Source: an optimization exercise on an open RTL-to-GDS flow (aim: small area and a short achievable clock period). Production flows keep margins and buffers that such runs may drop. Only simulation tests tie the RTL to the original design; equivalence was not proved. In every run shown here, the design's own scripts or RTL, not TritonCTS, make the clock network. No driver is modelled on the clock port, so clock power and skew are understated where the tree is cut down; a real chip needs a root buffer or a tree. No activity file was given, so power comes from the tool's default toggle rates.

## flow/design.v (module list and top-level ports; edited modules follow where they fit)
// module adder_top: 31 lines
// module Adder: 752 lines
// module AdderPgN: 4 lines
// module AdderHalf: 3 lines
// module AdderHalfN: 3 lines
// module AdderXor: 3 lines
// module AdderBlackP: 4 lines
// module AdderGreyP: 3 lines
// module AdderBlackN: 4 lines
// module AdderGreyN: 3 lines
// module AdderInv: 3 lines
module adder_top (
    input         clk,
    input  [63:0] a,
    input  [63:0] b,
    input         cin,
    output [63:0] sum,
    output        cout
);
  // ...
==> flow/flow/run.sh <==
#!/bin/bash
# Layout: the standard ORFS flow (standard.sh) with these changes:
#  - after floorplanning, flow/downsize.tcl sets every logic gate to its
#    smallest drive strength (timing repair later upsizes what it needs);
#  - the input and output ports are buffered by buf_1 (buffer_ports -buffer_cell),
#    and after clock tree synthesis flow/outbuf.tcl makes the output ones stronger;
#  - after clock tree synthesis, flow/clocktree.tcl replaces the clock tree with
#    a two-level one (see its header); timing repair then runs after global
#    routing, on the new tree.
# make's full output goes to flow_make.log; each ORFS step logs to orfs/logs/.
set -euo pipefail
here=$(pwd)
# clock tree cells (read by flow/clocktree.tcl)
export CT_IN_ROOTS=3 CT_IN_LEAVES=9 CT_OUT_LEAVES=4
export CT_IN_CELL=sky130_fd_sc_hd__clkbuf_16
export CT_IN_LEAF_CELL=sky130_fd_sc_hd__clkbuf_8
export CT_MID_CELL=sky130_fd_sc_hd__clkbuf_2
export CT_OUT_CELL=sky130_fd_sc_hd__clkbuf_16
# output port buffer (read by flow/outbuf.tcl)
export OUT_PORT_BUF=sky130_fd_sc_hd__buf_1
bash standard.sh \
  BUFFER_PORTS_ARGS="-buffer_cell sky130_fd_sc_hd__buf_1" \
  POST_FLOORPLAN_TCL="$here/flow/downsize.tcl" \
  SKIP_CTS_REPAIR_TIMING=1 \
  POST_CTS_TCL="$here/flow/post_cts.tcl" \
  finish > flow_make.log 2>&1
==> flow/flow/clocktree.tcl <==
proc ct_env { name default } {
  if { [info exists ::env($name)] && $::env($name) ne "" } { return $::env($name) }
  return $default
}
set in_roots   [ct_env CT_IN_ROOTS 3]
set in_leaves  [ct_env CT_IN_LEAVES 9]
set in_cell    [ct_env CT_IN_CELL sky130_fd_sc_hd__clkbuf_16]
set in_leaf_cell [ct_env CT_IN_LEAF_CELL sky130_fd_sc_hd__clkbuf_16]
set mid_cell   [ct_env CT_MID_CELL sky130_fd_sc_hd__clkbuf_8]
set out_leaves [ct_env CT_OUT_LEAVES 4]
set out_cell   [ct_env CT_OUT_CELL sky130_fd_sc_hd__clkbuf_16]

# signal (or clock) input and output pins, leaving out the supply pins
proc ct_in { it } {
  set mt [$it getMTerm]
  return [expr { [$mt getSigType] in {SIGNAL CLOCK} && [$mt getIoType] eq "INPUT" }]
}
proc ct_out { it } {
  set mt [$it getMTerm]
  return [expr { [$mt getSigType] in {SIGNAL CLOCK} && [$mt getIoType] eq "OUTPUT" }]
}

set db [ord::get_db]
set block [ord::get_db_block]
set clk_net [[$block findBTerm clk] getNet]

# Walk the clock network: registers' clock pins are sinks; everything else on
# it (CTS buffers and its dummy loads) is removed.
set sinks {}
set old_insts {}
set old_nets {}
set todo [list $clk_net]
while { [llength $todo] } {
  set net [lindex $todo 0]
  set todo [lrange $todo 1 end]
  foreach it [$net getITerms] {
    if { ![ct_in $it] } { continue }
    set inst [$it getInst]
    set m [[$inst getMaster] getName]
    if { [string match "*df*" $m] } {
      lappend sinks $it
      continue
    }
    if { ![string match "*buf*" $m] && ![string match "*inv*" $m] } {
      error "unexpected cell $m ([$inst getName]) on the clock network"
    }
    if { [lsearch -exact $old_insts $inst] >= 0 } { continue }
    lappend old_insts $inst
    foreach ot [$inst getITerms] {
      if { [ct_out $ot] && [$ot getNet] ne "NULL" } {
        if { [string match "*inv*" $m] && [llength [[$ot getNet] getITerms]] > 1 } {
          error "inverter [$inst getName] drives a clock net"
        }
        lappend todo [$ot getNet]
        lappend old_nets [$ot getNet]
      }
    }
  }
}
puts "clocktree: [llength $sinks] register clock pins, removing [llength $old_insts] cells and [llength $old_nets] nets"
foreach it $sinks { $it disconnect }
foreach inst $old_insts { odb::dbInst_destroy $inst }
foreach net $old_nets { odb::dbNet_destroy $net }

proc ct_center { it } {
  set b [[$it getInst] getBBox]
  return [list [expr { ([$b xMin] + [$b xMax]) / 2 }] [expr { ([$b yMin] + [$b yMax]) / 2 }]]
}

# k-means clustering of clock pins by position, into k groups of similar size
proc ct_cluster { iterms k } {
  set pts {}
  foreach it $iterms { lappend pts [ct_center $it] }
  set n [llength $pts]
  # start from points spread along a sort by angle around the centroid
  set cx 0; set cy 0
  foreach p $pts { set cx [expr { $cx + [lindex $p 0] }]; set cy [expr { $cy + [lindex $p 1] }] }
  set cx [expr { double($cx) / $n }]; set cy [expr { double($cy) / $n }]
  set order {}
  set i 0
  foreach p $pts {
    lappend order [list $i [expr { atan2([lindex $p 1] - $cy, [lindex $p 0] - $cx) }]]
    incr i
  }
  set order [lsort -real -index 1 $order]
  set cap [expr { int(ceil(double($n) / $k)) }]
  set assign [lrepeat $n 0]
  set i 0
  foreach o $order {
    lset assign [lindex $o 0] [expr { $i / $cap }]
    incr i
  }
  for { set iter 0 } { $iter < 20 } { incr iter } {
    set sx [lrepeat $k 0.0]; set sy [lrepeat $k 0.0]; set sn [lrepeat $k 0]
    for { set i 0 } { $i < $n } { incr i } {
      set c [lindex $assign $i]
      lset sx $c [expr { [lindex $sx $c] + [lindex $pts $i 0] }]
      lset sy $c [expr { [lindex $sy $c] + [lindex $pts $i 1] }]
      lset sn $c [expr { [lindex $sn $c] + 1 }]
    }
    set cent {}
    for { set c 0 } { $c < $k } { incr c } {
      set m [expr { max(1, [lindex $sn $c]) }]
      lappend cent [list [expr { [lindex $sx $c] / $m }] [expr { [lindex $sy $c] / $m }]]
    }
    # balanced assignment: points in order of their best distance, capped per cluster
    set cand {}
    for { set i 0 } { $i < $n } { incr i } {
      for { set c 0 } { $c < $k } { incr c } {
        set d [expr { abs([lindex $pts $i 0] - [lindex $cent $c 0]) + abs([lindex $pts $i 1] - [lindex $cent $c 1]) }]
        lappend cand [list $i $c $d]
      }
    }
    set cand [lsort -real -index 2 $cand]
    set done [lrepeat $n 0]
    set cnt [lrepeat $k 0]
    foreach e $cand {
      lassign $e i c d
      if { [lindex $done $i] || [lindex $cnt $c] >= $cap } { continue }
      lset assign $i $c
      lset done $i 1
      lset cnt $c [expr { [lindex $cnt $c] + 1 }]
    }
  }
  set groups {}
  for { set c 0 } { $c < $k } { incr c } { lappend groups {} }
  for { set i 0 } { $i < $n } { incr i } {
    set c [lindex $assign $i]
    lset groups $c [concat [lindex $groups $c] [list [lindex $iterms $i]]]
  }
  return $groups
}

set ::ct_count 0
# a buffer of master cell driving a new net, placed at (x, y), input on net in_net
proc ct_buffer { cell in_net x y } {
  set db [ord::get_db]
  set block [ord::get_db_block]
  set master [$db findMaster $cell]
  if { $master eq "NULL" } { error "no cell $cell" }
  set inst [odb::dbInst_create $block $master "clktree_buf_$::ct_count"]
  set ::ct_last_inst $inst
  set net [odb::dbNet_create $block "clktree_net_$::ct_count"]
  incr ::ct_count
  $net setSigType CLOCK
  set w [$master getWidth]
  set h [$master getHeight]
  $inst setLocation [expr { int($x - $w / 2) }] [expr { int($y - $h / 2) }]
  $inst setPlacementStatus PLACED
  foreach it [$inst getITerms] {
    if { [ct_in $it] } { $it connect $in_net }
    if { [ct_out $it] } { $it connect $net }
  }
  return $net
}

proc ct_centroid { iterms } {
  set sx 0; set sy 0
  foreach it $iterms {
    lassign [ct_center $it] x y
    set sx [expr { $sx + $x }]; set sy [expr { $sy + $y }]
  }
  set n [llength $iterms]
  return [list [expr { $sx / $n }] [expr { $sy / $n }]]
}

set in_sinks {}
set out_sinks {}
foreach it $sinks {
  set n [[$it getInst] getName]
  if { [string match "sum_q*" $n] || [string match "cout_q*" $n] } {
    lappend out_sinks $it
  } else {
    lappend in_sinks $it
  }
}

# leaf buffers on clusters of registers; their input pins, clustered again, go
# to the root buffers.  Returns the leaf buffers' input pins.
proc ct_leaves { regs nleaves cell what } {
  set pins {}
  foreach g [ct_cluster $regs $nleaves] {
    lassign [ct_centroid $g] x y
    set net [odb::dbNet_create [ord::get_db_block] "clktree_tmp_$::ct_count"]
    set leafnet [ct_buffer $cell $net $x $y]
    foreach it $g { $it connect $leafnet }
    set inst $::ct_last_inst
    foreach it [$inst getITerms] {
      if { [ct_in $it] } { lappend pins $it }
    }
    puts "clocktree: $cell at ([expr {$x/1000.0}], [expr {$y/1000.0}]) drives [llength $g] $what registers"
  }
  return $pins
}
proc ct_drive { pins cell in_net } {
  lassign [ct_centroid $pins] x y
  set net [ct_buffer $cell $in_net $x $y]
  foreach it $pins {
    set old [$it getNet]
    $it disconnect
    if { $old ne "NULL" && [llength [$old getITerms]] == 0 } { odb::dbNet_destroy $old }
    $it connect $net
  }
  puts "clocktree: $cell at ([expr {$x/1000.0}], [expr {$y/1000.0}]) drives [llength $pins] buffers"
  return $net
}

set in_leaf_pins [ct_leaves $in_sinks $in_leaves $in_leaf_cell operand]
foreach g [ct_cluster $in_leaf_pins $in_roots] {
  ct_drive $g $in_cell $clk_net
}
set out_leaf_pins [ct_leaves $out_sinks $out_leaves $out_cell result]
ct_drive $out_leaf_pins $mid_cell $clk_net

global_connect
detailed_placement
check_placement -verbose
estimate_parasitics -placement
report_clock_skew
report_clock_latency
report_checks -path_delay max -digits 3
report_checks -path_delay max -to [all_outputs] -digits 3
report_worst_slack -max
report_worst_slack -min
==> flow/flow/downsize.tcl <==
# POST_FLOORPLAN hook: synthesis maps each small helper module of the adder
# once, at whatever drive strength ABC picks, and every instance inherits it.
# Start all logic gates from the smallest drive strength of their kind
# instead; timing repair after placement and routing upsizes the ones on
# critical paths.  Registers and tie cells are left alone.
set db [ord::get_db]
set ds_count 0
foreach inst [[ord::get_db_block] getInsts] {
  set m [[$inst getMaster] getName]
  if { ![regexp {^(sky130_fd_sc_hd__(?:a21oi|o21ai|nand2|nor2|nand2b|nor2b|xor2|xnor2|inv|and2|or2|a21o|o21a|a21boi|o21bai))_([0-9]+)$} $m -> base size] } { continue }
  if { $size == 1 } { continue }
  set small [$db findMaster "${base}_1"]
  if { $small eq "NULL" } { continue }
  $inst swapMaster $small
  incr ds_count
}
puts "downsize: $ds_count logic gates set to drive strength 1"
==> flow/flow/outbuf.tcl <==
# Give the output ports a stronger buffer than the one buffer_ports put on
# every port (OUT_PORT_BUF, default buf_2): the path from the result
# registers to the outputs is one of the critical ones.
set ob_cell [expr { [info exists ::env(OUT_PORT_BUF)] ? $::env(OUT_PORT_BUF) : "sky130_fd_sc_hd__buf_2" }]
set ob_master [[ord::get_db] findMaster $ob_cell]
if { $ob_master eq "NULL" } { error "no cell $ob_cell" }
set ob_count 0
foreach bt [[ord::get_db_block] getBTerms] {
  if { [$bt getIoType] ne "OUTPUT" } { continue }
  set net [$bt getNet]
  foreach it [$net getITerms] {
    if { [[$it getMTerm] getIoType] ne "OUTPUT" } { continue }
    set inst [$it getInst]
    if { [string match "sky130_fd_sc_hd__buf_*" [[$inst getMaster] getName]] } {
      $inst swapMaster $ob_master
      incr ob_count
    }
  }
}
puts "outbuf: $ob_count output port buffers are now $ob_cell"
==> flow/flow/post_cts.tcl <==
# POST_CTS hook: stronger output port buffers, then the clock tree.
set post_cts_dir [file dirname [info script]]
source [file join $post_cts_dir outbuf.tcl]
source [file join $post_cts_dir clocktree.tcl]
==> flow/standard.sh <==
#!/bin/bash
# synth_recipe.tcl (not shown) runs the flow's synth.tcl, then flattens the netlist and writes it again
# the make line also repeats each setting of config.mk as NAME=value (left out here)
make -C /OpenROAD-flow-scripts/flow DESIGN_CONFIG=/design/flow/config.mk WORK_HOME=/design/flow/orfs CLKGATE_MAP_FILE= SYNTH_SCRIPT=/design/flow/synth_recipe.tcl "${@:-finish}"
==> flow/config.mk <==
export PLATFORM = sky130hd
export DESIGN_NAME = adder_top
export DESIGN_NICKNAME = adder_top
export VERILOG_FILES = /design/flow/design.v
export SDC_FILE = /design/flow/constraint.sdc
export NUM_CORES = 4
export LEC_CHECK = 0
export ABC_CLOCK_PERIOD_IN_PS = 1500
export CAP_MARGIN = 20
export CORE_MARGIN = 2
export CORE_UTILIZATION = 40
export PLACE_DENSITY = 0.6
export SETUP_SLACK_MARGIN = 1.4
export SLEW_MARGIN = 20
export SYNTH_HIERARCHICAL = 1
==> flow/constraint.sdc <==
create_clock -name core_clock -period 3.1 [get_ports {clk}]
set_input_delay 0.6200 -clock core_clock [delete_from_list [all_inputs] [get_ports {clk}]]
set_output_delay 0.6200 -clock core_clock [all_outputs]
set_load 0.01 [all_outputs]
==> results.py, run 1 <==
metrics = {
    "outcome": {
        "status": "timing/DRC/antenna clean",
    },
    "setup_path": {
        "end_kind": "primary output",
        "worstSetupPathType": "register to primary output",
    },
    "floorplanning": {
        "chipWidth_um": 142,
        "rows": 50,
    },
    "global_routing": {
        "grt_pass1_vias": 5072,
        "grtUsageMet1": 0.191,
        "grtUsageMet2": 0.261,
    },
    "place": {
        "dp_hpwl_um": 12100,
        "port_buffers": 194,
    },
    "min_path": {
        "holdCritPathClass": "register to register",
        "hold_end": "sum_q[37]$_DFF_P_",
        "holdPathStages": 3,
    },
    "final_layout": {
        "seqAreaFraction": 0.440,
        "n_antenna_cell": 0,
        "largestRegisters": "a_q: 64 flops, b_q: 64 flops, sum_q: 64 flops",
        "multi_input_area_um2": 3170,
        "dominant_cells": "sequential cells",
        "n_all_inverters": 76,
    },
    "yosys": {
        "synth.largest_area_cell": "dfxtp_1",
        "synth-main-ff-cell": "dfxtp_1",
        "synth_common_cells": "dfxtp_1 (194), nor2_1 (120), nand2_1 (110)",
        "synth_compound_area_frac": 0.173,
        "synthArstFlopShare": 0,
        "yosys.cell_types.count": 10,
    },
    "power_and_ir_drop": {
        "clockPowerShare": 0.279,
        "p_sw_uw": 1570,
        "powerDensity_nw_per_um2": 611,
    },
    "drt": {
        "wl_met3_um": 1020,
        "vias": 5549,
        "wl_um": 16400,
    },
}
==> run 2: changes to the inputs <==
--- a/flow/flow/run.sh
+++ b/flow/flow/run.sh
@@ -7,5 +7,6 @@
 #  - after clock tree synthesis, flow/clocktree.tcl replaces the clock tree with
 #    a two-level one (see its header); timing repair then runs after global
-#    routing, on the new tree.
+#    routing, on the new tree, and is followed by power recovery (RECOVER_POWER),
+#    which downsizes gates off the critical paths.
 # make's full output goes to flow_make.log; each ORFS step logs to orfs/logs/.
 set -euo pipefail
@@ -18,9 +19,10 @@
 export CT_OUT_CELL=sky130_fd_sc_hd__clkbuf_16
 # output port buffer (read by flow/outbuf.tcl)
-export OUT_PORT_BUF=sky130_fd_sc_hd__buf_1
+export OUT_PORT_BUF=sky130_fd_sc_hd__buf_2
 bash standard.sh \
   BUFFER_PORTS_ARGS="-buffer_cell sky130_fd_sc_hd__buf_1" \
   POST_FLOORPLAN_TCL="$here/flow/downsize.tcl" \
   SKIP_CTS_REPAIR_TIMING=1 \
+  RECOVER_POWER=100 \
   POST_CTS_TCL="$here/flow/post_cts.tcl" \
   finish > flow_make.log 2>&1
==> run 2 against run 1 <==
  * Highest routed layer unchanged
  * Critical endpoint is now sum_q[25]$_DFF_P_
  * Still clean on timing, DRC and antenna
  * Worst hold slack got worse by 47 ps
  * Wire length fell by 0.58%
  * Critical path depth rose by 9
  * Combinational power is 8% lower
  * Critical path type is now register to register
  * Total power decreased by 1.7%
  * Die area stayed put
==> results.py, run 2 <==
metrics = {
    "outcome": {
        "status": "timing/DRC/antenna clean",
    },
    "place": {
        "dp_hpwl_um": 12100,
        "place_ws_ps": 679,
        "gp_congestion": 0.811,
        "post-place-cells": 1225,
        "port_buffers": 194,
    },
    "min_path": {
        "holdCritPathClass": "register to register",
        "hp-start": "cin_q$_DFF_P_",
        "hold_end": "sum_q[0]$_DFF_P_",
        "holdPathStages": 1,
    },
    "global_routing": {
        "grt_max_degree": 18,
        "grt_pass1_vias": 5079,
        "gr-total-overflow": 0,
        "antenna_found_initial": 0,
        "grtUsageTotal": 0.155,
        "grt_first_pass_wirelength_um": 24400,
    },
    "yosys": {
        "synth-main-ff-cell": "dfxtp_1",
        "synth_cells": 794,
        "synth_common_cells": "dfxtp_1 (194), nor2_1 (120), nand2_1 (110)",
        "synthTopCellsByArea": "dfxtp_1 (51%), a21oi_2 (8.3%), xor2_1 (7.4%)",
        "synth.top_cell.area_share": 0.512,
        "synth-seq-area-share": 0.512,
        "yosys.cell_types.count": 10,
        "ys_ff_latch": 194,
        "yosysWarnings": 7,
        "synthArstFlopShare": 0,
        "synth_area_per_cell_um2": 9.56,
        "synth_most_common_cell": "dfxtp_1",
        "synth_area_um2": 7590,
        "synth_edf_count": 0,
        "synth.largest_area_cell": "dfxtp_1",
        "syn-num-nets": 924,
    },
    "drt": {
        "vias": 5548,
        "drtPass1Iterations": 6,
        "antenna_left": 0,
        "route.detailed.drc": 0,
        "avgViaCountPerCell": 4.43,
        "wl_um": 16300,
        "drt-wirelength-per-cell_um": 13.0,
        "drt-initial-drc-count": 175,
    },
    "setup_path": {
        "r2r_slack_ps": 910,
        "reg2reg_from": "b_q[5]$_DFF_P_",
        "crit_chain": "nor2_4 > nor2_2 > nand2_2 > o21ai_2 > a21oi_1 > clkbuf_1 > o21ai_0 > clkbuf_4 > a21oi_1 > xor2_1",
        "crit_arrival_ps": 2650,
        "critPathLaunchType": "register",
        "cp_slowest_cell": "o21ai_0",
        "end_kind": "register",
        "worstSetupPathType": "register to register",
        "r2r_cells": 10,
        "slowest_delay_ps": 690,
        "worstPathRequired_ps": 3560,
        "rr_endpoint": "sum_q[25]$_DFF_P_",
        "cpMostUsedCell": "a21oi_1",
        "worstPathMaxFanout": 6,
    },
    "final_layout": {
        "final_cell_count_no_fill": 1253,
        "layout_common_cells": "dfxtp_1 (191), buf_1 (129), nand2_1 (106), inv_1 (76), nor2_1 (72)",
        "largestRegisters": "a_q: 64 flops, b_q: 64 flops, sum_q: 64 flops",
        "layout_commonest_cell": "dfxtp_1",
        "n_antenna_cell": 0,
        "area_growth_pct": 13.3,
        "final_nets": 1151,
        "final_layout_size_suffix_gt1_frac": 0.126,
    },
    "clock_tree": {
        "path_clk_slew_ps": 90,
        "cts.sinks": 194,
        "clk_latency_ps": 570,
    },
    "power_and_ir_drop": {
        "powerDensity_nw_per_um2": 619,
        "vdd_drop_max_mv": 0.346,
        "p_leak_uw": 0.00365,
    },
    "timing": {
        "worst_slew_pin_slew_ps": 811,
        "layout_setup_ws_ps": 908,
        "finalHoldViolations": 0,
        "finClkSkew_ps": 285,
        "setup_viol_count_final": 0,
        "final.setup.tns_ps": 0,
        "finalMaxSlewViolations": 0,
        "maxSlewHeadroom": 0.454,
        "fmax_mhz": 456,
        "finalCritPeriodShare": 0.707,
        "fin_crit_ps": 2190,
        "hold_slack_ps": 281,
        "grt_setup_unrepaired": "true",
    },
    "floorplanning": {
        "die_area_um2": 20100,
        "chipWidth_um": 142,
        "rows": 50,
        "start_util": 0.407,
        "die_h_um": 142,
        "io_pins": 195,
        "core-area_um2": 18600,
    },
    "job": {
        "maxCapViolations": 0,
    },
}
[run 2: worst max path at each step]
stage                   start  cells past startpoint  slack, ps                end
2_1_floorplan  a_q[1]$_DFF_P_                      9       1300  sum_q[61]$_DFF_P_
3_3_place_gp   a_q[1]$_DFF_P_                     10        690  sum_q[47]$_DFF_P_
3_5_place_dp   a_q[1]$_DFF_P_                     10        680  sum_q[45]$_DFF_P_
5_1_grt        b_q[5]$_DFF_P_                     10        690  sum_q[59]$_DFF_P_
6_report       b_q[5]$_DFF_P_                     10        910  sum_q[25]$_DFF_P_
[run 2: cell families after synthesis]
family	synth area share
AOI/OAI and AO/OA	0.173
DFF	0.512
buffers and inverters	0.0376
and+or+nand+nor	0.204
xor gates and xnor gates	0.0739
[run 2: area by class of cell]
cell class | count | area [um2]
multi-input combinational | 524 | 3010
inverter | 76 | 285
tap | 234 | 293
fill | 1879 | 10000
buffer | 17 | 304
sequential | 194 | 3890
timing repair buffer | 208 | 822
[run 2: through the flow]
stage | utilization | power [uW] | cell area [um2]
3_3_place_gp | 0.422 | 3770 | 7870
5_1_grt | 0.461 | 5620 | 8600
3_5_place_dp | 0.422 | 3770 | 7870
6_report | 0.461 | 5320 | 8600
2_1_floorplan | - | 3630 | 7740
[run 2: worst max-delay path, delay by kind of cell, from the launching register on]
kind	cells	cell delay [ps]
XOR/XNOR	1	170
buffers and inverters	2	480
AO/OA/AOI/OAI	4	1010
flip-flops	1	380
AND/OR/NAND/NOR	3	330
[run 2: per-module statistics from Yosys, one instance, submodules excluded, a selection]
| module | flip-flops and latches | copies in the design | cells |
|---|---|---|---|
| AdderGreyP | 0 | 26 | 1 |
| AdderPgN | 0 | 64 | 2 |
| AdderHalf | 0 | 38 | 1 |
| adder_top | 194 | 1 | 194 |
| AdderXor | 0 | 64 | 1 |
| AdderBlackP | 0 | 46 | 2 |
| AdderBlackN | 0 | 56 | 2 |
| AdderHalfN | 0 | 26 | 1 |
| AdderGreyN | 0 | 38 | 1 |
| AdderInv | 0 | 76 | 1 |
[run 2: metal layers]
| metal | share of wire | vias to the layer above | global-route usage |
|---|---|---|---|
| met2 | 0.48 | 147 | 0.262 |
| met3 | 0.066 | 28 | 0.0371 |
| met4 | 0.031 | 0 | 0.0647 |
| li1 | - | 2952 | - |
| met1 | 0.42 | 2421 | 0.191 |
| met5 | 0 | - | 0 |
[run 2: report_power, final]
group / total (uW) / internal (uW) / switching [uW]
logic: 952 / 357 / 595
registers: 2860 / 2760 / 96.0
clock network: 1510 / 669 / 842
==> run 3: changes to the inputs <==
--- a/flow/flow/run.sh
+++ b/flow/flow/run.sh
@@ -7,15 +7,14 @@
 #  - after clock tree synthesis, flow/clocktree.tcl replaces the clock tree with
 #    a two-level one (see its header); timing repair then runs after global
-#    routing, on the new tree, and is followed by power recovery (RECOVER_POWER),
-#    which downsizes gates off the critical paths.
+#    routing, on the new tree.
 # make's full output goes to flow_make.log; each ORFS step logs to orfs/logs/.
 set -euo pipefail
 here=$(pwd)
 # clock tree cells (read by flow/clocktree.tcl)
-export CT_IN_ROOTS=3 CT_IN_LEAVES=9 CT_OUT_LEAVES=4
-export CT_IN_CELL=sky130_fd_sc_hd__clkbuf_16
+export CT_IN_ROOTS=3 CT_IN_LEAVES=9 CT_OUT_LEAVES=5
+export CT_IN_CELL=sky130_fd_sc_hd__clkbuf_8
 export CT_IN_LEAF_CELL=sky130_fd_sc_hd__clkbuf_8
 export CT_MID_CELL=sky130_fd_sc_hd__clkbuf_2
-export CT_OUT_CELL=sky130_fd_sc_hd__clkbuf_16
+export CT_OUT_CELL=sky130_fd_sc_hd__clkbuf_8
 # output port buffer (read by flow/outbuf.tcl)
 export OUT_PORT_BUF=sky130_fd_sc_hd__buf_2
@@ -24,5 +23,4 @@
   POST_FLOORPLAN_TCL="$here/flow/downsize.tcl" \
   SKIP_CTS_REPAIR_TIMING=1 \
-  RECOVER_POWER=100 \
   POST_CTS_TCL="$here/flow/post_cts.tcl" \
   finish > flow_make.log 2>&1
==> run 3 against run 2 <==
  * Still clean
  * Synthesized cell count did not move
  * Setup slack improved by 520 ps
  * Utilization rose by 1.9 points
  * Register-to-register slack improved by 540 ps
==> results.py, run 3 <==
metrics = {
    "timing": {
        "fmax_mhz": 598,
        "finalMaxSlewViolations": 0,
        "worst_slew_pin_slew_ps": 340,
        "finalHoldViolations": 0,
        "final.setup.tns_ps": 0,
        "maxSlewHeadroom": 0.774,
        "grt_setup_unrepaired": "true",
        "finClkSkew_ps": 283,
        "finalCritPeriodShare": 0.539,
        "setup_viol_count_final": 0,
        "fin_crit_ps": 1670,
        "hold_slack_ps": 320,
    },
    "floorplanning": {
        "start_util": 0.407,
        "io_pins": 195,
        "die_area_um2": 20100,
        "chipWidth_um": 142,
        "rows": 50,
        "core-area_um2": 18600,
        "die_h_um": 142,
    },
    "final_layout": {
        "multi_input_area_um2": 3220,
        "final_layout_size_suffix_gt1_frac": 0.247,
        "regArea_um2": 3900,
        "final_nets": 1155,
        "layout_common_cells": "dfxtp_1 (179), buf_1 (129), nand2_1 (104), inv_1 (76), xor2_1 (64)",
        "largestRegisters": "a_q: 64 flops, b_q: 64 flops, sum_q: 64 flops",
        "layout_commonest_cell": "dfxtp_1",
        "area_growth_pct": 17.9,
        "fillerInstances": 1823,
    },
    "setup_path": {
        "worstPathMaxFanout": 1,
        "path_buf_inv": 1,
        "worstPathRequired_ps": 2480,
        "crit_family": "flip-flops",
        "crit_arrival_ps": 1050,
        "end_kind": "primary output",
        "critPathLaunchType": "register",
        "crit_chain": "buf_6",
        "cp_slowest_cell": "dfxtp_1",
        "slowest_delay_ps": 360,
        "worstSetupPathType": "register to primary output",
    },
    "global_routing": {
        "grt_pass1_vias": 5048,
        "grt_max_degree": 16,
        "gr-total-overflow": 0,
        "grtUsageTotal": 0.156,
        "antenna_found_initial": 1,
        "grt_first_pass_wirelength_um": 24400,
    },
    "clock_tree": {
        "path_clk_slew_ps": 120,
        "cts.sinks": 194,
        "clk_latency_ps": 580,
    },
    "min_path": {
        "holdCritPathClass": "register to register",
    },
    "drt": {
        "avgViaCountPerCell": 4.45,
        "drtPass1Iterations": 4,
        "antenna_left": 0,
        "drt-wirelength-per-cell_um": 13.2,
        "route.detailed.drc": 0,
        "vias": 5594,
        "drt-initial-drc-count": 157,
        "wl_um": 16600,
    },
    "power_and_ir_drop": {
        "p_comb_frac": 0.207,
        "p_leak_uw": 0.00390,
        "p_total_uw": 5320,
        "clockPowerShare": 0.254,
        "p_sw_uw": 1580,
        "vdd_drop_max_mv": 0.355,
        "p_int_uw": 3740,
        "seqPwrFrac": 0.539,
        "p_sw_frac": 0.297,
        "powerDensity_nw_per_um2": 595,
    },
    "yosys": {
        "yosysWarnings": 7,
        "synthTopCellsByArea": "dfxtp_1 (51%), a21oi_2 (8.3%), xor2_1 (7.4%)",
        "synth_most_common_cell": "dfxtp_1",
        "yosys.cell_types.count": 10,
        "ys_ff_latch": 194,
        "synth.largest_area_cell": "dfxtp_1",
        "synth_area_per_cell_um2": 9.56,
        "synth_common_cells": "dfxtp_1 (194), nor2_1 (120), nand2_1 (110)",
        "synth_edf_count": 0,
        "synth-seq-area-share": 0.512,
        "syn-num-nets": 924,
        "synth_area_um2": 7590,
        "synth_cells": 794,
        "synth.top_cell.area_share": 0.512,
        "synthArstFlopShare": 0,
        "synth-main-ff-cell": "dfxtp_1",
    },
    "place": {
        "dp_hpwl_um": 12100,
        "gp_congestion": 0.811,
        "port_buffers": 194,
    },
    "outcome": {
        "status": "timing/DRC/antenna clean",
    },
    "job": {
        "maxCapViolations": 0,
    },
}
run 3: changes by cell type in the layout (fill, tap and decap cells not counted), sizes merged:
cell,previous run,this run
buf,138,211
clkbuf,86,18
clkdlybuf4s25,1,0
diode,0,1
run 3: path summary, 6_finish.rpt:
check	startpoint	endpoint	slack, ps	depth (start not counted)
max	sum_q[20]$_DFF_P_	sum[20]	1430	1
min	a_q[22]$_DFF_P_	sum_q[22]$_DFF_P_	320	3
max reg2reg	b_q[3]$_DFF_P_	sum_q[51]$_DFF_P_	1450	9
min reg2reg	a_q[22]$_DFF_P_	sum_q[22]$_DFF_P_	320	3
run 3: metal layers:
metal	up-vias	global-route usage	wire length [um]
li1	2971	-	-
met1	2443	0.193	7070
met2	144	0.260	7890
met3	36	0.0381	1050
met5	-	0	0
met4	0	0.0663	575
run 3: layout make-up:
type | instances | area share
sequential | 194 | 0.436
antenna | 1 | 0.000280
multi-input combinational | 524 | 0.360
timing repair buffer | 211 | 0.113
tap | 234 | 0.0327
buffer | 18 | 0.0267
inverter | 76 | 0.0319
run 3: cells by family (layout without fill, tap and decap cells):
family                 count (synthesis)  after routing  synth area share
AO/OA/AOI/OAI                        166            166             0.173
buffers and inverters                 76            305            0.0376
XOR/XNOR                              64             64            0.0739
flip-flops                           194            194             0.512
AND/OR/NAND/NOR                      294            294             0.204
other                                  0              1                 0
run 3: stage by stage:
step | instance area (um2) | util | instances | setup WS, ps
2_1_floorplan | 7740 | - | 794 | 1300
3_3_place_gp | 7870 | 0.422 | 1225 | 693
3_5_place_dp | 7870 | 0.422 | 1225 | 679
5_1_grt | 8950 | 0.480 | 1258 | 1330
6_report | 8950 | 0.480 | 1258 | 1430
run 3: modules after synthesis, one instance, submodules excluded, excerpt:
| module | cells | area [um2] | copies in the design |
|---|---|---|---|
| adder_top | 194 | 3880 | 1 |
| AdderHalf | 1 | 13.8 | 38 |
| AdderGreyP | 1 | 8.76 | 26 |
| AdderInv | 1 | 3.75 | 76 |
| AdderBlackN | 2 | 12.5 | 56 |
| AdderGreyN | 1 | 5.00 | 38 |
run 3: power by group through the flow:
stage | Sequential (uW) | Combinational (uW) | Clock (uW)
floorplan | 3000 | 633 | 0
global placement | 2910 | 861 | 0
detailed placement | 2910 | 867 | 0
global route | 2900 | 1210 | 1510
finish | 2870 | 1100 | 1350
==> run 4: changes to the inputs <==
--- a/flow/flow/run.sh
+++ b/flow/flow/run.sh
@@ -12,9 +12,9 @@
 here=$(pwd)
 # clock tree cells (read by flow/clocktree.tcl)
-export CT_IN_ROOTS=3 CT_IN_LEAVES=9 CT_OUT_LEAVES=5
-export CT_IN_CELL=sky130_fd_sc_hd__clkbuf_8
-export CT_IN_LEAF_CELL=sky130_fd_sc_hd__clkbuf_8
+export CT_IN_ROOTS=3 CT_IN_LEAVES=7 CT_OUT_LEAVES=4
+export CT_IN_CELL=sky130_fd_sc_hd__clkbuf_16
+export CT_IN_LEAF_CELL=sky130_fd_sc_hd__clkbuf_16
 export CT_MID_CELL=sky130_fd_sc_hd__clkbuf_2
-export CT_OUT_CELL=sky130_fd_sc_hd__clkbuf_8
+export CT_OUT_CELL=sky130_fd_sc_hd__clkbuf_16
 # output port buffer (read by flow/outbuf.tcl)
 export OUT_PORT_BUF=sky130_fd_sc_hd__buf_2
==> run 4 against run 3 <==
  * Flip-flop and latch count did not move
  * First-iteration DRC count rose by 22%
  * Sequential share of layout area rose by 0.37 points
  * Clock power increased by 21%
  * Setup slack improved by 21 ps
  * Synthesized cell count is the same
  * Still clean on timing, DRC and antenna
  * Critical endpoint is now sum[0]
  * Critical path depth unchanged
==> results.py, run 4 <==
metrics = {
    "yosys": {
        "synthTopCellsByArea": "dfxtp_1 (51%), a21oi_2 (8.3%), xor2_1 (7.4%)",
        "synth-main-ff-cell": "dfxtp_1",
        "syn-num-nets": 924,
        "synth.top_cell.area_share": 0.512,
        "synth_cells": 794,
        "synth_area_per_cell_um2": 9.56,
        "ys_ff_latch": 194,
        "synth.largest_area_cell": "dfxtp_1",
        "yosysWarnings": 7,
        "synthArstFlopShare": 0,
        "yosys.cell_types.count": 10,
        "synth_most_common_cell": "dfxtp_1",
        "synth-seq-area-share": 0.512,
        "synth_common_cells": "dfxtp_1 (194), nor2_1 (120), nand2_1 (110)",
        "synth_edf_count": 0,
        "synth_area_um2": 7590,
    },
    "timing": {
        "final.setup.tns_ps": 0,
        "setup_viol_count_final": 0,
        "fin_crit_ps": 1650,
        "finalMaxSlewViolations": 0,
        "grt_setup_unrepaired": "true",
        "finalCritPeriodShare": 0.533,
        "worst_slew_pin_slew_ps": 352,
        "finClkSkew_ps": 289,
        "fmax_mhz": 606,
        "maxSlewHeadroom": 0.766,
        "finalHoldViolations": 0,
    },
    "power_and_ir_drop": {
        "powerDensity_nw_per_um2": 624,
        "vdd_drop_max_mv": 0.496,
        "p_leak_uw": 0.00388,
        "p_total_uw": 5520,
    },
    "place": {
        "dp_hpwl_um": 12100,
        "port_buffers": 194,
        "gp_congestion": 0.811,
    },
    "global_routing": {
        "antenna_found_initial": 0,
        "grtUsageTotal": 0.153,
        "grt_pass1_vias": 5068,
        "gr-total-overflow": 0,
        "grt_max_degree": 20,
        "grt_first_pass_wirelength_um": 24100,
    },
    "floorplanning": {
        "io_pins": 195,
        "start_util": 0.407,
        "core-area_um2": 18600,
        "die_area_um2": 20100,
        "rows": 50,
        "die_h_um": 142,
        "chipWidth_um": 142,
    },
    "drt": {
        "drt-wirelength-per-cell_um": 12.9,
        "vias": 5532,
        "avgViaCountPerCell": 4.43,
        "route.detailed.drc": 0,
        "wl_um": 16100,
        "drt-initial-drc-count": 192,
        "antenna_left": 0,
        "drtPass1Iterations": 4,
    },
    "setup_path": {
        "path_buf_inv": 1,
        "worstSetupPathType": "register to primary output",
        "critPathLaunchType": "register",
        "crit_arrival_ps": 1030,
        "cp_slowest_cell": "dfxtp_1",
        "end_kind": "primary output",
        "worstPathRequired_ps": 2480,
        "r2r_slack_ps": 1450,
        "crit_chain": "buf_2",
        "crit_family": "flip-flops",
        "slowest_delay_ps": 340,
        "worstPathMaxFanout": 1,
    },
    "final_layout": {
        "final_nets": 1147,
        "area_growth_pct": 16.5,
        "n_antenna_cell": 0,
        "final_layout_size_suffix_gt1_frac": 0.207,
        "largestRegisters": "a_q: 64 flops, b_q: 64 flops, sum_q: 64 flops",
        "fillerInstances": 1791,
        "layout_commonest_cell": "dfxtp_1",
        "layout_common_cells": "dfxtp_1 (190), buf_1 (129), nand2_1 (103), inv_1 (76), nor2_1 (70)",
    },
    "job": {
        "maxCapViolations": 0,
    },
    "min_path": {
        "holdCritPathClass": "register to register",
    },
    "clock_tree": {
        "clk_latency_ps": 560,
        "path_clk_slew_ps": 90,
        "cts.sinks": 194,
    },
    "outcome": {
        "status": "timing/DRC/antenna clean",
    },
}
run 4: cell counts after synthesis:
No cell type changed its count.
run 4: power breakdown:
part	switching, uW	leakage (uW)	internal, uW
clock	819	0.000177	808
sequential	90.1	0.00164	2760
combinational	617	0.00207	424
total	1530	0.00388	3990
run 4: area by class of cell:
| class | count | area, um2 | share of cell area |
|---|---|---|---|
| plain buffers | 15 | 355 | 0.0402 |
| inverters | 76 | 285 | 0.0323 |
| repair buffers | 206 | 903 | 0.102 |
| well taps | 234 | 293 | 0.0331 |
| multi-input cells | 524 | 3120 | 0.352 |
| flip-flops and latches | 194 | 3890 | 0.440 |
run 4: stage by stage:
| step | area (um2) | hold WS [ps] | std cells | setup WS, ps | util |
|---|---|---|---|---|---|
| after floorplan | 7740 | 548 | 794 | 1300 | - |
| after global placement | 7870 | 529 | 1225 | 693 | 0.422 |
| after detailed placement | 7870 | 559 | 1225 | 679 | 0.422 |
| after global routing | 8840 | 336 | 1249 | 1350 | 0.474 |
| final | 8840 | 305 | 1249 | 1450 | 0.474 |
run 4: layer usage:
layer | up-vias | part of all wire | global-route usage | wire (um)
met3 | 28 | 0.065 | 0.0388 | 1050
met5 | - | 0 | 0 | 0
met2 | 153 | 0.48 | 0.259 | 7690
met4 | 0 | 0.029 | 0.0553 | 463
met1 | 2404 | 0.43 | 0.188 | 6860
li1 | 2947 | - | - | -
run 4: cell families after synthesis:
| group | after synthesis | synth area share |
|---|---|---|
| AO/OA/AOI/OAI | 166 | 0.173 |
| flip-flops | 194 | 0.512 |
| buffers and inverters | 76 | 0.0376 |
| XOR/XNOR | 64 | 0.0739 |
| AND/OR/NAND/NOR | 294 | 0.204 |
run 4: final timing paths:
check	from	end	cells after the start
hold / removal	b_q[21]$_DFF_P_	sum_q[21]$_DFF_P_	3
setup / recovery	sum_q[0]$_DFF_P_	sum[0]	1
hold reg to reg	b_q[21]$_DFF_P_	sum_q[21]$_DFF_P_	3
setup reg to reg	b_q[19]$_DFF_P_	sum_q[62]$_DFF_P_	10
run 4: Yosys stat by module (local to each module, per instance), a selection:
module	area (um2)	cells inside	copies in the design
AdderBlackN	12.5	2	56
AdderGreyP	8.76	1	26
AdderHalf	13.8	1	38
AdderInv	3.75	1	76
AdderPgN	7.51	2	64
AdderBlackP	12.5	2	46
AdderHalfN	6.26	1	26
adder_top	3880	194	1
AdderGreyN	5.00	1	38
AdderXor	8.76	1	64
==> run 5: changes to the inputs <==
--- a/flow/flow/run.sh
+++ b/flow/flow/run.sh
@@ -12,5 +12,5 @@
 here=$(pwd)
 # clock tree cells (read by flow/clocktree.tcl)
-export CT_IN_ROOTS=3 CT_IN_LEAVES=7 CT_OUT_LEAVES=4
+export CT_IN_ROOTS=3 CT_IN_LEAVES=9 CT_OUT_LEAVES=4
 export CT_IN_CELL=sky130_fd_sc_hd__clkbuf_16
 export CT_IN_LEAF_CELL=sky130_fd_sc_hd__clkbuf_16
==> run 5 against run 4 <==
  * Synthesized cell count stayed put
  * Die area stayed put
  * Largest cell class unchanged
  * First-iteration DRC count is 5.2% lower
  * Critical path depth stayed put
  * Cell count hardly changed
  * Sequential share of layout area is 0.23 points lower
  * Sequential power hardly changed
  * Wire length is 1.7% higher
  * Clock power is 9.8% higher
  * Global-route usage is 0.28 points higher
  * Setup slack better by 1.7 ps
==> results.py, run 5 <==
metrics = {
    "outcome": {
        "status": "timing/DRC/antenna clean",
    },
    "final_layout": {
        "utilization": 0.477,
        "layout_commonest_cell": "dfxtp_1",
        "area_growth_pct": 17.1,
        "largestRegisters": "a_q: 64 flops, b_q: 64 flops, sum_q: 64 flops",
        "n_antenna_cell": 0,
        "final_layout_size_suffix_gt1_frac": 0.209,
        "layout_common_cells": "dfxtp_1 (189), buf_1 (129), nand2_1 (105), inv_1 (76), nor2_1 (72)",
        "final_nets": 1148,
    },
    "timing": {
        "worst_slew_pin_slew_ps": 353,
        "finClkSkew_ps": 284,
        "setup_viol_count_final": 0,
        "finalCritPeriodShare": 0.532,
        "final.setup.tns_ps": 0,
        "grt_setup_unrepaired": "true",
        "fmax_mhz": 606,
        "finalMaxSlewViolations": 0,
        "finalHoldViolations": 0,
        "fin_crit_ps": 1650,
        "maxSlewHeadroom": 0.765,
    },
    "yosys": {
        "yosys.area_share.adder": 0,
        "ys_ff_latch": 194,
        "synth_edf_count": 0,
        "synth_xor_area_frac": 0.0739,
        "synth_compound_area_frac": 0.173,
        "synth-main-ff-cell": "dfxtp_1",
        "synth_common_cells": "dfxtp_1 (194), nor2_1 (120), nand2_1 (110)",
        "synth_top_family_by_area": "simple AND/OR/NAND/NOR gates",
        "synthArstFlopShare": 0,
        "synthSimpleGateAreaFrac": 0.204,
        "synth_most_common_cell": "dfxtp_1",
        "synth_area_per_cell_um2": 9.56,
        "synthMuxAreaShare": 0,
        "yosys.cell_types.count": 10,
        "yosysWarnings": 7,
        "synth.top_cell.area_share": 0.512,
        "synth_cells": 794,
        "synth_area_um2": 7590,
        "synth.largest_area_cell": "dfxtp_1",
        "synthTopCellsByArea": "dfxtp_1 (51%), a21oi_2 (8.3%), xor2_1 (7.4%)",
        "synth-seq-area-share": 0.512,
        "syn-num-nets": 924,
    },
    "place": {
        "gp_congestion": 0.811,
        "port_buffers": 194,
        "dp_hpwl_um": 12100,
    },
    "floorplanning": {
        "rows": 50,
        "die_area_um2": 20100,
        "start_util": 0.407,
        "chipWidth_um": 142,
        "die_h_um": 142,
        "core-area_um2": 18600,
        "io_pins": 195,
    },
    "global_routing": {
        "grt_pass1_vias": 5086,
        "grt_first_pass_wirelength_um": 24500,
        "antenna_found_initial": 0,
        "gr-total-overflow": 0,
        "grt_max_degree": 18,
        "grtUsageTotal": 0.155,
    },
    "drt": {
        "drt-initial-drc-count": 182,
        "vias": 5540,
        "drt-wirelength-per-cell_um": 13.1,
        "antenna_left": 0,
        "drtPass1Iterations": 7,
        "route.detailed.drc": 0,
        "avgViaCountPerCell": 4.43,
        "wl_um": 16300,
    },
    "power_and_ir_drop": {
        "powerDensity_nw_per_um2": 639,
        "p_total_uw": 5680,
        "vdd_drop_max_mv": 0.461,
        "p_leak_uw": 0.00390,
    },
    "setup_path": {
        "end_kind": "primary output",
        "reg2reg_from": "a_q[0]$_DFF_P_",
        "r2r_cells": 10,
        "crit_family": "flip-flops",
        "cp-startpoint": "cout_q$_DFF_P_",
        "worstPathMaxFanout": 1,
        "crit_cells": 1,
        "crit_end": "cout",
        "critPathLaunchType": "register",
        "crit_chain": "buf_2",
        "worstSetupPathType": "register to primary output",
        "path_buf_inv": 1,
        "rr_endpoint": "sum_q[59]$_DFF_P_",
        "crit_arrival_ps": 1030,
        "cp_slowest_cell": "dfxtp_2",
        "r2r_slack_ps": 1480,
        "slowest_delay_ps": 340,
        "worstPathRequired_ps": 2480,
    },
    "clock_tree": {
        "path_clk_slew_ps": 90,
        "clk_latency_ps": 560,
        "cts.sinks": 194,
    },
    "min_path": {
        "holdCritPathClass": "register to register",
        "holdPathStages": 1,
    },
    "job": {
        "maxCapViolations": 0,
    },
}
[run 5: cell counts after synthesis]
Identical to the previous run, type by type.
[run 5: how the worst min path moves through the flow]
stage	start	to
after floorplan	cin_q$_DFF_P_	sum_q[0]$_DFF_P_
after global placement	cin_q$_DFF_P_	sum_q[0]$_DFF_P_
after detailed placement	cin_q$_DFF_P_	sum_q[0]$_DFF_P_
after global routing	b_q[36]$_DFF_P_	sum_q[36]$_DFF_P_
final	cin_q$_DFF_P_	sum_q[0]$_DFF_P_
[run 5: cell families after synthesis]
logic type             after synthesis
AO/OA/AOI/OAI                      166
XOR/XNOR                            64
buffers and inverters               76
flip-flops                         194
AND/OR/NAND/NOR                    294
[run 5: cell type report]
type | instances | area [um2]
repair buffers | 205 | 896
well taps | 234 | 293
flip-flops and latches | 194 | 3890
multi-input cells | 524 | 3120
plain buffers | 17 | 405
inverters | 76 | 285
fillers | 1796 | 9750
[run 5: Yosys stat by module, one instance, submodules excluded, a selection]
module,cells inside,flip-flops and latches,copies in the design
AdderGreyP,1,0,26
AdderBlackP,2,0,46
AdderInv,1,0,76
adder_top,194,194,1
AdderBlackN,2,0,56
AdderXor,1,0,64
[run 5: per-stage QoR]
stage               hold slack [ps]  setup WS (ps)  std cells  cell area (um2)
finish                          298           1450       1250             8890
global route                    319           1330       1250             8890
detailed placement              559            679       1225             7870
global placement                529            693       1225             7870
floorplan                       548           1300        794             7740
[run 5: power breakdown]
group	switching (uW)	leakage, uW	internal (uW)
registers	90.0	0.00164	2760
clock network	870	0.000201	920
logic	617	0.00206	422
total	1580	0.00390	4110
[run 5: metal layers]
layer  global-route usage  wire length [um]
met5                    0                 0
met4               0.0653               563
met3               0.0371              1040
met2                0.263              7830
met1                0.189              6900
==> run 6: changes to the inputs <==
--- a/flow/config.mk
+++ b/flow/config.mk
@@ -11,5 +11,5 @@
 export CORE_UTILIZATION = 40
 export PLACE_DENSITY = 0.6
-export SETUP_SLACK_MARGIN = 1.4
+export SETUP_SLACK_MARGIN = 1.42
 export SLEW_MARGIN = 20
 export SYNTH_HIERARCHICAL = 1
==> run 6 against run 5 <==
  * Setup slack worse by 27 ps
  * Cell count up 0.56%
  * Sequential power about the same
  * Critical path type is now register to register
  * Register-to-register slack worse by 60 ps
  * Largest power group unchanged
  * Via count up 1.4%
  * Highest routed layer unchanged
  * Flip-flop and latch count unchanged
  * Die area unchanged
  * Wire length down 1.6%
  * Clock skew down 13 ps
  * Total power up 1.0%
==> results.py, run 6 <==
metrics = {
    "timing": {
        "finalCritPeriodShare": 0.541,
        "finalMaxSlewViolations": 0,
        "worst_slew_pin_slew_ps": 322,
        "maxSlewHeadroom": 0.784,
        "setup_viol_count_final": 0,
        "finalHoldViolations": 0,
        "final.setup.tns_ps": 0,
        "finClkSkew_ps": 271,
        "fmax_mhz": 596,
        "grt_setup_unrepaired": "true",
        "fin_crit_ps": 1680,
    },
    "clock_tree": {
        "cts.sinks": 194,
        "path_clk_slew_ps": 80,
        "clk_latency_ps": 540,
    },
    "job": {
        "maxCapViolations": 0,
    },
    "setup_path": {
        "rr_endpoint": "sum_q[34]$_DFF_P_",
        "worstSetupPathType": "register to register",
        "critPathLaunchType": "register",
        "worstPathMaxFanout": 4,
        "worstPathRequired_ps": 3530,
        "r2r_cells": 9,
        "end_kind": "register",
        "crit_arrival_ps": 2100,
        "reg2reg_from": "b_q[21]$_DFF_P_",
        "r2r_slack_ps": 1420,
        "cp-startpoint": "b_q[21]$_DFF_P_",
    },
    "final_layout": {
        "final_nets": 1155,
        "n_antenna_cell": 0,
        "largestRegisters": "a_q: 64 flops, b_q: 64 flops, sum_q: 64 flops",
        "area_growth_pct": 19.0,
        "final_cell_count_no_fill": 1257,
        "layout_commonest_cell": "dfxtp_1",
        "layout_common_cells": "dfxtp_1 (171), buf_1 (129), nand2_1 (106), nor2_1 (82), inv_1 (76)",
        "final_layout_size_suffix_gt1_frac": 0.209,
    },
    "min_path": {
        "hold_end": "sum_q[29]$_DFF_P_",
        "holdPathStages": 3,
        "hp-start": "b_q[29]$_DFF_P_",
        "holdCritPathClass": "register to register",
    },
    "global_routing": {
        "gr-total-overflow": 0,
        "grt_max_degree": 18,
        "grt_pass1_vias": 5184,
        "grtUsageTotal": 0.153,
        "antenna_found_initial": 0,
        "grt_first_pass_wirelength_um": 24400,
    },
    "floorplanning": {
        "start_util": 0.407,
        "chipWidth_um": 142,
        "die_area_um2": 20100,
        "io_pins": 195,
        "core-area_um2": 18600,
        "die_h_um": 142,
        "rows": 50,
    },
    "drt": {
        "drtPass1Iterations": 4,
        "drt-initial-drc-count": 128,
        "route.detailed.drc": 0,
        "avgViaCountPerCell": 4.47,
        "vias": 5615,
        "wl_um": 16100,
        "drt-wirelength-per-cell_um": 12.8,
        "antenna_left": 0,
    },
    "place": {
        "gp_congestion": 0.742,
        "post-place-cells": 1224,
        "port_buffers": 194,
        "dp_hpwl_um": 11900,
    },
    "yosys": {
        "synth_area_per_cell_um2": 9.56,
        "ys_ff_latch": 194,
        "synth_cells": 794,
        "yosys.cell_types.count": 10,
        "yosysWarnings": 7,
        "synth_area_um2": 7590,
        "synth_edf_count": 0,
        "synth_common_cells": "dfxtp_1 (194), nor2_1 (120), nand2_1 (110)",
        "syn-num-nets": 924,
        "synth.largest_area_cell": "dfxtp_1",
        "synth_most_common_cell": "dfxtp_1",
        "synthTopCellsByArea": "dfxtp_1 (51%), a21oi_2 (8.3%), xor2_1 (7.4%)",
        "synth-seq-area-share": 0.512,
        "synthArstFlopShare": 0,
        "synth-main-ff-cell": "dfxtp_1",
        "synth.top_cell.area_share": 0.512,
    },
    "power_and_ir_drop": {
        "powerDensity_nw_per_um2": 636,
        "p_leak_uw": 0.00397,
        "vdd_drop_max_mv": 0.446,
    },
    "outcome": {
        "status": "timing/DRC/antenna clean",
    },
}
## run 6: cell counts after synthesis
Identical to the previous run, type by type.
## run 6: worst max-delay path: stages (launching register included)
cell and delay, ps:
dfxtp_1 310, nor2_1 170, o21ai_1 140, a21oi_2 210, o21ai_1 140, a21oi_1 200
o21ai_1 130, a21oi_2 250, o21ai_1 110, xor2_1 160
## run 6: through the flow
step	hold slack [ps]	worst slack [ps]	util	area, um2	total power, uW
after floorplan	548	1300	-	7750	3630
after global placement	528	715	0.422	7860	3760
after detailed placement	536	626	0.422	7860	3770
after global routing	290	1370	0.484	9030	6060
final	299	1420	0.484	9030	5740
## run 6: cells by family (layout without fill, tap and decap cells)
family                 Yosys count  count (layout)  share of synthesized area
AO/OA/AOI/OAI                  166             166                      0.173
flip-flops                     194             194                      0.512
buffers and inverters           76             305                     0.0376
XOR/XNOR                        64              64                     0.0739
AND/OR/NAND/NOR                294             294                      0.204
## run 6: metal layers
layer | GRT usage | share of wire | up-vias
met4 | 0.0495 | 0.026 | 0
met3 | 0.0361 | 0.059 | 26
met5 | 0 | 0 | -
met1 | 0.183 | 0.43 | 2480
met2 | 0.270 | 0.49 | 141
li1 | - | - | 2968
## run 6: how the worst max path moves through the flow
stage                                   end  cells past startpoint  slack [ps]
after global placement    sum_q[61]$_DFF_P_                     10         710
final                     sum_q[34]$_DFF_P_                      9        1420
after floorplan           sum_q[61]$_DFF_P_                      9        1300
after detailed placement  sum_q[62]$_DFF_P_                     10         630
after global routing      sum_q[33]$_DFF_P_                      9        1370
## run 6: area by class of cell
class	instances	area, um2
Buffer	17	405
Fill cell	1801	9610
Inverter	76	285
Multi-Input combinational cell	524	3050
Sequential cell	194	3910
Tap cell	234	293
Timing Repair Buffer	212	1080
## run 6: per-module statistics from Yosys (local to each module, per instance), a selection
module / cell area (um2) / times used / cells / flops+latches
AdderHalf: 13.8 / 38 / 1 / 0
AdderInv: 3.75 / 76 / 1 / 0
AdderHalfN: 6.26 / 26 / 1 / 0
AdderXor: 8.76 / 64 / 1 / 0
adder_top: 3880 / 1 / 194 / 194
AdderGreyN: 5.00 / 38 / 1 / 0
## run 6: report_power, final
group          total [uW]  internal [uW]  leakage, uW  switching (uW)
combinational        1100            494      0.00213             606
clock                1760            920     0.000201             842
sequential           2880           2780      0.00164             105

-- afterwards: timing with drivers on the ports --
The flow's constraints put no driver on any port. The routed layouts listed below were extracted and timed again, unchanged, in two steps. Step 1, drivers: a clkbuf_16 drives clk and a buf_2 each remaining input, both assumed. Step 2, shift: input delay + t, output delay - t, t = (earliest + latest rising clock arrival at the registers) / 2. This alone moves slack from input paths to output paths. a / b / c = no drivers / after step 1 / after step 2; a / b = the first two.
run | t, ns | setup slack, ns | latest minus earliest clock arrival (ns)
run 1 | 0.506 | 1.440 / 1.357 / 1.469 | 0.285 / 0.284
run 2 | 0.506 | 0.908 / 0.907 / 0.907 | 0.285 / 0.284
run 3 | 0.508 | 1.428 / 1.355 / 1.445 | 0.285 / 0.284
run 4 | 0.494 | 1.449 / 1.369 / 1.452 | 0.290 / 0.289
run 5 | 0.500 | 1.450 / 1.370 / 1.476 | 0.283 / 0.284
run 6 | 0.489 | 1.423 / 1.392 / 1.423 | 0.271 / 0.271
After both steps setup and hold are still met in every run listed. For run 2, which loses most, drivers alone change the setup slack by -0.001 ns; drivers and shift together by -0.001 ns.
